Context: an optimization exercise on an open-source flow, tuned for small area and a short achievable clock period. The choices shown serve that exercise and are no tape-out recipe.
No activity file was given, so power comes from the tool's default toggle rates. No driver is modelled on the clock port, so clocking that relies on it looks cheaper here than on a real chip.

Design bist, start of the top module:
module bist #(
    parameter size   = 6,
    parameter length = 8
) (
    input  logic             clk,
    input  logic             rst,
    input  logic             start,
    input  logic             csin,
    input  logic             rwbarin,
    input  logic             opr,
    input  logic [size-1:0]  address,
    input  logic [length-1:0] datain,
    output logic [length-1:0] dataout,
    output logic              fail
);
For scale: ~1300 cells after synthesis, roughly 530 flip-flops, roughly 29 I/O pins, roughly 0.020 sq mm of cells after synthesis.
==> module decoder, before the edit <==
module decoder (
    input  logic        test,
    input  logic        ntest,     
    input  logic [6:0]  k,         
    input  logic        csin,
    input  logic        rwbarin,
    input  logic [5:0]  address,
    output logic        wr_n,      
    output logic        idle_n,    
    output logic [63:0] rsel_n,    
    output logic [63:0] we         
);
    logic       rd, wr;
    logic [7:0] lor_n, low_n, hir_n, hiw_n, lor, hir;
    rdwr rw (.test(test), .k6(k[6]), .csin(csin), .rwbarin(rwbarin),
             .rd(rd), .wr(wr), .wr_n(wr_n), .idle_n(idle_n));
    predecoder pr (.ntest(ntest), .k(k[5:0]), .address(address), .en(rd),
                   .lo_n(lor_n), .hi_n(hir_n));
    predecoder pw (.ntest(ntest), .k(k[5:0]), .address(address), .en(wr),
                   .lo_n(low_n), .hi_n(hiw_n));
    for (genvar i = 0; i < 8; i++) begin : g_i
        inv_gate u_l (.a(lor_n[i]), .y(lor[i]));
        inv_gate u_h (.a(hir_n[i]), .y(hir[i]));
    end
    for (genvar w = 0; w < 64; w++) begin : g_w
        nand2_gate u_r (.a(hir[w / 8]), .b(lor[w % 8]), .y(rsel_n[w]));
        nor2_gate u_w (.a(hiw_n[w / 8]), .b(low_n[w % 8]), .y(we[w]));
    end
endmodule
==> module bist, before the edit <==
module bist #(
    parameter size   = 6,
    parameter length = 8
) (
    input  logic             clk,
    input  logic             rst,
    input  logic             start,
    input  logic             csin,
    input  logic             rwbarin,
    input  logic             opr,
    input  logic [size-1:0]  address,
    input  logic [length-1:0] datain,
    output logic [length-1:0] dataout,
    output logic              fail
);
    logic       test, ntest, test_nx;
    logic [9:0] k;
    always_comb begin
        if (rst)
            test_nx = 1'b0;
        else if (!test)
            test_nx = start;
        else
            test_nx = ~&k;
    end
    always_ff @(posedge clk) begin
        test  <= test_nx;
        ntest <= ~test_nx;
        k <= test ? k + 10'd1 : 10'd0;
    end
    logic [7:0] pat;
    pattern pgen (.k(k[9:7]), .pat(pat));
    logic        wr_n, idle_n;
    logic [63:0] rsel_n, we;
    logic [7:0]  din_n;
    decoder dec (
        .test    (test),
        .ntest   (ntest),
        .k       (k[6:0]),
        .csin    (csin),
        .rwbarin (rwbarin),
        .address (address),
        .wr_n    (wr_n),
        .idle_n  (idle_n),
        .rsel_n  (rsel_n),
        .we      (we)
    );
    dinmux dmux (.ntest(ntest), .pat(pat), .datain(datain), .din_n(din_n));
    logic [7:0] mem_n [0:63];
    always_ff @(posedge clk)
        for (int w = 0; w < 64; w++)
            if (we[w])
                mem_n[w] <= din_n;
    logic [7:0] rdata, rdata_n, rdata_nx;
    assign rdata_n = ~rdata;
    for (genvar b = 0; b < 8; b++) begin : g_rd
        logic [63:0] col_n;
        for (genvar w = 0; w < 64; w++) begin : g_w
            assign col_n[w] = mem_n[w][b];
        end
        multiplexer mux (
            .d_n      (col_n),
            .rsel_n   (rsel_n),
            .din_n    (din_n[b]),
            .wr_n     (wr_n),
            .q_n      (rdata_n[b]),
            .idle_n   (idle_n),
            .out      (rdata_nx[b])
        );
    end
    always_ff @(posedge clk)
        rdata <= rdata_nx;
    logic [7:0] rdata_t, rdata_i;
    assign rdata_t = rdata & {8{test & k[6]}};
    assign rdata_i = rdata & {8{~test}};
    for (genvar b = 0; b < 8; b++) begin : g_out
        dout_gate u (.t(rdata_t[b]), .n(rdata_i[b]), .csin(csin), .rwbarin(rwbarin),
                     .y(dataout[b]));
    end
    always_ff @(posedge clk)
        fail <= test && k[6] && opr && (rdata != pat);
endmodule
clock: 5.5 ns
lec_check: 0
cap_margin: 20
core_margin: 2
core_utilization: 50
place_density: 0.65
setup_slack_margin: 3.0
slew_margin: 20
synth_hierarchical: 1
tns_end_percent: 10
standard.sh (not shown) runs the stock make flow with config.mk's settings and CLKGATE_MAP_FILE= SYNTH_SCRIPT=/design/flow/synth_recipe.tcl, a recipe that flattens the netlist after the stock synthesis.
==> flow/flow/run.sh <==
#!/bin/bash
# The standard layout (standard.sh), with plain buffers on the ports instead of
# the delay cells buffer_ports picks by default, and no dummy clock loads in CTS.
set -euo pipefail
export BUFFER_PORTS_ARGS="-buffer_cell sky130_fd_sc_hd__buf_2"
export CTS_ARGS="-sink_clustering_enable -repair_clock_nets -sink_clustering_size 30 -sink_clustering_max_diameter 100 -dont_use_dummy_load"
bash standard.sh > standard.log 2>&1
Then changed:
--- a/flow/design.v
+++ b/flow/design.v
@@ -87,10 +87,11 @@
     output logic        wr_n,      
     output logic        idle_n,    
     output logic [63:0] rsel_n,    
-    output logic [63:0] we         
+    output logic [63:0] we,        
+    output logic [63:0] we_n       
 );
     logic       rd, wr;
-    logic [7:0] lor_n, low_n, hir_n, hiw_n, lor, hir;
+    logic [7:0] lor_n, low_n, hir_n, hiw_n, lor, hir, low, hiw;
     rdwr rw (.test(test), .k6(k[6]), .csin(csin), .rwbarin(rwbarin),
              .rd(rd), .wr(wr), .wr_n(wr_n), .idle_n(idle_n));
     predecoder pr (.ntest(ntest), .k(k[5:0]), .address(address), .en(rd),
@@ -100,10 +101,13 @@
     for (genvar i = 0; i < 8; i++) begin : g_i
         inv_gate u_l (.a(lor_n[i]), .y(lor[i]));
         inv_gate u_h (.a(hir_n[i]), .y(hir[i]));
+        inv_gate v_l (.a(low_n[i]), .y(low[i]));
+        inv_gate v_h (.a(hiw_n[i]), .y(hiw[i]));
     end
     for (genvar w = 0; w < 64; w++) begin : g_w
         nand2_gate u_r (.a(hir[w / 8]), .b(lor[w % 8]), .y(rsel_n[w]));
         nor2_gate u_w (.a(hiw_n[w / 8]), .b(low_n[w % 8]), .y(we[w]));
+        nand2_gate v_w (.a(hiw[w / 8]), .b(low[w % 8]), .y(we_n[w]));
     end
 endmodule
 module nand4_gate (
@@ -130,6 +134,12 @@
     output logic y
 );
     assign y = ~(a | b);
+endmodule
+module ao22_gate (
+    input  logic a1, a2, b1, b2,
+    output logic y
+);
+    assign y = (a1 & a2) | (b1 & b2);
 endmodule
 module oai22_gate (
     input  logic a1, a2, b1, b2,
@@ -222,7 +232,7 @@
     logic [7:0] pat;
     pattern pgen (.k(k[9:7]), .pat(pat));
     logic        wr_n, idle_n;
-    logic [63:0] rsel_n, we;
+    logic [63:0] rsel_n, we, we_n;
     logic [7:0]  din_n;
     decoder dec (
         .test    (test),
@@ -234,14 +244,21 @@
         .wr_n    (wr_n),
         .idle_n  (idle_n),
         .rsel_n  (rsel_n),
-        .we      (we)
+        .we      (we),
+        .we_n    (we_n)
     );
     dinmux dmux (.ntest(ntest), .pat(pat), .datain(datain), .din_n(din_n));
     logic [7:0] mem_n [0:63];
+    logic [7:0] mem_n_nx [0:63];
+    for (genvar w = 0; w < 64; w++) begin : g_m
+        for (genvar b = 0; b < 8; b++) begin : g_b
+            ao22_gate u (.a1(mem_n[w][b]), .a2(we_n[w]), .b1(din_n[b]), .b2(we[w]),
+                         .y(mem_n_nx[w][b]));
+        end
+    end
     always_ff @(posedge clk)
         for (int w = 0; w < 64; w++)
-            if (we[w])
-                mem_n[w] <= din_n;
+            mem_n[w] <= mem_n_nx[w];
     logic [7:0] rdata, rdata_n, rdata_nx;
     assign rdata_n = ~rdata;
     for (genvar b = 0; b < 8; b++) begin : g_rd
Outcome: Synthesized area is lower by 1.7%. Die area is lower by 1.7%. Power went up by 20%. Synthesized cell count went up by 45%. Clock skew is higher by 0.021 ns. Core utilization went up by 2.6 points. Clock power increases by about 6%.
Function was not checked in any run of this note: the RTL went through the layout flow alone.

* * *

== rev 12 ==
The RTL this note starts from:
==> flow/design.v <==
module mux2i_gate (
    input  logic s,
    input  logic a0,
    input  logic a1,
    output logic y
);
    assign y = ~(s ? a1 : a0);
endmodule
module inv_gate (
    input  logic a,
    output logic y
);
    assign y = ~a;
endmodule
module predecoder (
    input  logic       test,
    input  logic [6:0] k,          
    input  logic       csin,
    input  logic       rwbarin,
    input  logic [5:0] address,
    output logic       wr,         
    output logic       idle,       
    output logic [7:0] lo_n,       
    output logic [7:0] hir_n,      
    output logic [7:0] hiw_n       
);
    logic       rd;
    logic [5:0] a, a_n;
    for (genvar i = 0; i < 6; i++) begin : g_a
        mux2i_gate m (.s(test), .a0(address[i]), .a1(k[i]), .y(a_n[i]));
        inv_gate   n (.a(a_n[i]), .y(a[i]));
    end
    rdwr rw (.test(test), .k6(k[6]), .csin(csin), .rwbarin(rwbarin),
             .rd(rd), .wr(wr), .idle(idle));
    for (genvar i = 0; i < 8; i++) begin : g_l
        nand3_gate l (
            .a(i[0] ? a[0] : a_n[0]),
            .b(i[1] ? a[1] : a_n[1]),
            .c(i[2] ? a[2] : a_n[2]),
            .y(lo_n[i])
        );
        nand4_gate r (
            .a(rd),
            .b(i[0] ? a[3] : a_n[3]),
            .c(i[1] ? a[4] : a_n[4]),
            .d(i[2] ? a[5] : a_n[5]),
            .y(hir_n[i])
        );
        nand4_gate w (
            .a(wr),
            .b(i[0] ? a[3] : a_n[3]),
            .c(i[1] ? a[4] : a_n[4]),
            .d(i[2] ? a[5] : a_n[5]),
            .y(hiw_n[i])
        );
    end
endmodule
module rdwr (
    input  logic test,
    input  logic k6,
    input  logic csin,
    input  logic rwbarin,
    output logic rd,
    output logic wr,
    output logic idle
);
    logic cs, rw;
    assign cs   = test | csin;
    assign rw   = test ? k6 : rwbarin;
    assign rd   = cs & rw;
    assign wr   = cs & ~rw;
    assign idle = ~cs;
endmodule
module decoder (
    input  logic [7:0]  lo_n,
    input  logic [7:0]  hir_n,
    input  logic [7:0]  hiw_n,
    output logic [63:0] rsel,      
    output logic [63:0] we         
);
    for (genvar w = 0; w < 64; w++) begin : g_w
        nor2_gate u_r (.a(hir_n[w / 8]), .b(lo_n[w % 8]), .y(rsel[w]));
        nor2_gate u_w (.a(hiw_n[w / 8]), .b(lo_n[w % 8]), .y(we[w]));
    end
endmodule
module aoi222_gate (
    input  logic a1, a2, b1, b2, c1, c2,
    output logic y
);
    assign y = ~((a1 & a2) | (b1 & b2) | (c1 & c2));
endmodule
module nand4_gate (
    input  logic a, b, c, d,
    output logic y
);
    assign y = ~(a & b & c & d);
endmodule
module nand2_gate (
    input  logic a, b,
    output logic y
);
    assign y = ~(a & b);
endmodule
module nand3_gate (
    input  logic a, b, c,
    output logic y
);
    assign y = ~(a & b & c);
endmodule
module nor2_gate (
    input  logic a,
    input  logic b,
    output logic y
);
    assign y = ~(a | b);
endmodule
module multiplexer (
    input  logic [63:0] d,
    input  logic [63:0] rsel,
    input  logic        din,
    input  logic        wr,
    input  logic        q,
    input  logic        idle,
    output logic        out
);
    logic [65:0] s, v;
    assign s = {idle, wr, rsel};
    assign v = {q, din, d};
    logic [21:0] t;      
    for (genvar i = 0; i < 22; i++) begin : g_t
        aoi222_gate u (
            .a1(s[3*i]),   .a2(v[3*i]),
            .b1(s[3*i+1]), .b2(v[3*i+1]),
            .c1(s[3*i+2]), .c2(v[3*i+2]),
            .y(t[i])
        );
    end
    logic [5:0] u;       
    for (genvar i = 0; i < 5; i++) begin : g_u
        nand4_gate g (.a(t[4*i]), .b(t[4*i+1]), .c(t[4*i+2]), .d(t[4*i+3]), .y(u[i]));
    end
    nand2_gate g_u5 (.a(t[20]), .b(t[21]), .y(u[5]));
    logic [2:0] x;       
    for (genvar i = 0; i < 3; i++) begin : g_x
        nor2_gate g (.a(u[2*i]), .b(u[2*i+1]), .y(x[i]));
    end
    nand3_gate g_out (.a(x[0]), .b(x[1]), .c(x[2]), .y(out));
endmodule
module bist #(
    parameter size   = 6,
    parameter length = 8
) (
    input  logic             clk,
    input  logic             rst,
    input  logic             start,
    input  logic             csin,
    input  logic             rwbarin,
    input  logic             opr,
    input  logic [size-1:0]  address,
    input  logic [length-1:0] datain,
    output logic [length-1:0] dataout,
    output logic              fail
);
    logic       test;
    logic [9:0] k;
    always_ff @(posedge clk) begin
        if (rst)
            test <= 1'b0;
        else if (!test)
            test <= start;
        else if (&k)
            test <= 1'b0;
        k <= test ? k + 10'd1 : 10'd0;
    end
    logic [7:0] pat;
    always_comb begin
        case (k[9:7])
            3'd0: pat = 8'hAA;
            3'd1: pat = 8'h55;
            3'd2: pat = 8'hF0;
            3'd3: pat = 8'h0F;
            3'd4: pat = 8'h00;
            3'd5: pat = 8'hFF;
            3'd6: pat = 8'hCC;
            default: pat = 8'h33;
        endcase
    end
    logic        wr, idle;
    logic [7:0]  lo_n, hir_n, hiw_n;
    logic [63:0] rsel, we;
    logic [7:0]  din;
    predecoder pdec (
        .test    (test),
        .k       (k[6:0]),
        .csin    (csin),
        .rwbarin (rwbarin),
        .address (address),
        .wr      (wr),
        .idle    (idle),
        .lo_n    (lo_n),
        .hir_n   (hir_n),
        .hiw_n   (hiw_n)
    );
    decoder dec (
        .lo_n  (lo_n),
        .hir_n (hir_n),
        .hiw_n (hiw_n),
        .rsel  (rsel),
        .we    (we)
    );
    assign din = test ? pat : datain;
    logic [7:0] mem [0:63];
    always_ff @(posedge clk)
        for (int w = 0; w < 64; w++)
            if (we[w])
                mem[w] <= din;
    logic [7:0] rdata, rdata_nx;
    for (genvar b = 0; b < 8; b++) begin : g_rd
        logic [63:0] col;
        for (genvar w = 0; w < 64; w++) begin : g_w
            assign col[w] = mem[w][b];
        end
        multiplexer mux (
            .d    (col),
            .rsel (rsel),
            .din  (din[b]),
            .wr   (wr),
            .q    (rdata[b]),
            .idle (idle),
            .out  (rdata_nx[b])
        );
    end
    always_ff @(posedge clk)
        rdata <= rdata_nx;
    logic rd;
    assign rd = test ? k[6] : (csin & rwbarin);
    assign dataout = rd ? rdata : 8'h00;
    always_ff @(posedge clk)
        fail <= test && k[6] && opr && (rdata != pat);
endmodule
clock: 5.5 ns
lec_check: 0
cap_margin: 20
core_margin: 2
core_utilization: 40
cts_cluster_diameter: 100
cts_cluster_size: 30
setup_slack_margin: 2.5
slew_margin: 20
synth_hierarchical: 1
run.sh (not shown) runs the stock make flow with config.mk's settings and CLKGATE_MAP_FILE= SYNTH_SCRIPT=/design/flow/synth_recipe.tcl, a recipe that flattens the netlist after the stock synthesis.
Stock flow here: none of the scripts above is used.
Rev 12 finished end to end and its layout was clean on timing, DRC and antenna.
### rev 12 -> rev 13
--- a/flow/design.v
+++ b/flow/design.v
@@ -143,10 +143,19 @@
     logic [2:0] x;       
     for (genvar i = 0; i < 3; i++) begin : g_x
         nor2_gate g (.a(u[2*i]), .b(u[2*i+1]), .y(x[i]));
     end
     nand3_gate g_out (.a(x[0]), .b(x[1]), .c(x[2]), .y(out));
+endmodule
+module dout_gate (
+    input  logic t,
+    input  logic n,
+    input  logic csin,
+    input  logic rwbarin,
+    output logic y
+);
+    assign y = t | (n & csin & rwbarin);
 endmodule
 module bist #(
     parameter size   = 6,
     parameter length = 8
 ) (
@@ -230,11 +239,15 @@
             .out  (rdata_nx[b])
         );
     end
     always_ff @(posedge clk)
         rdata <= rdata_nx;
-    logic rd;
-    assign rd = test ? k[6] : (csin & rwbarin);
-    assign dataout = rd ? rdata : 8'h00;
+    logic [7:0] rdata_t, rdata_n;
+    assign rdata_t = rdata & {8{test & k[6]}};
+    assign rdata_n = rdata & {8{~test}};
+    for (genvar b = 0; b < 8; b++) begin : g_out
+        dout_gate u (.t(rdata_t[b]), .n(rdata_n[b]), .csin(csin), .rwbarin(rwbarin),
+                     .y(dataout[b]));
+    end
     always_ff @(posedge clk)
         fail <= test && k[6] && opr && (rdata != pat);
 endmodule
==> comparison <==
Delta(signed area change from the synthesized netlist to the final layout, rev 13 - rev 12) < 0. Between rev 12 and rev 13, the flow reports buffers inserted during post-CTS setup optimization decreasing by a little under 10%. Sequential portion of the cell area (rev 13 over rev 12): increase, 1.4 points. Rev 13 ended with more count of fill cells added during filler insertion than rev 12. Higher post-route minimum period was reported by rev 12, not rev 13. Relative to rev 12, the gate count of the mapped netlist of rev 13 is higher by about 2.2%.
No functional check of the RTL was part of any run of this note.

-- port drivers added, routing unchanged --
How much do the figures lean on ideal ports? The routed layouts below were timed once more, with nothing changed but the port constraints. Step 1: set_driving_cell puts a clkbuf_16 on clk and a buf_2 on each other input, an assumption about the parent block. Step 2 times the ports against the registers' clock, not the clock port: input delays grow and output delays shrink by t, the midpoint of the rising clock arrivals with the driver on. Three values: ideal, step 1, step 2; two values: the first two.
run	shift t [ns]	setup WS [ns]	worst setup path after step 2	worst slew at a driven data input, ns	cell pins on the clock port's net
the first run of note 1	0.601	2.737 / 2.755 / 2.163	input to register	0.11	1
the second run of note 1	0.625	2.814 / 2.757 / 2.259	input to register	0.12	1
rev 12	0.617	2.435 / 2.374 / 1.928	input to register	0.07	1
rev 13	0.609	2.545 / 2.545 / 2.126	input to register	0.05	1
After both steps setup and hold are still met in every run listed. The setup slack of the first run of note 1, which loses most, moves by +0.018 ns with the drivers and by -0.574 ns with both steps.
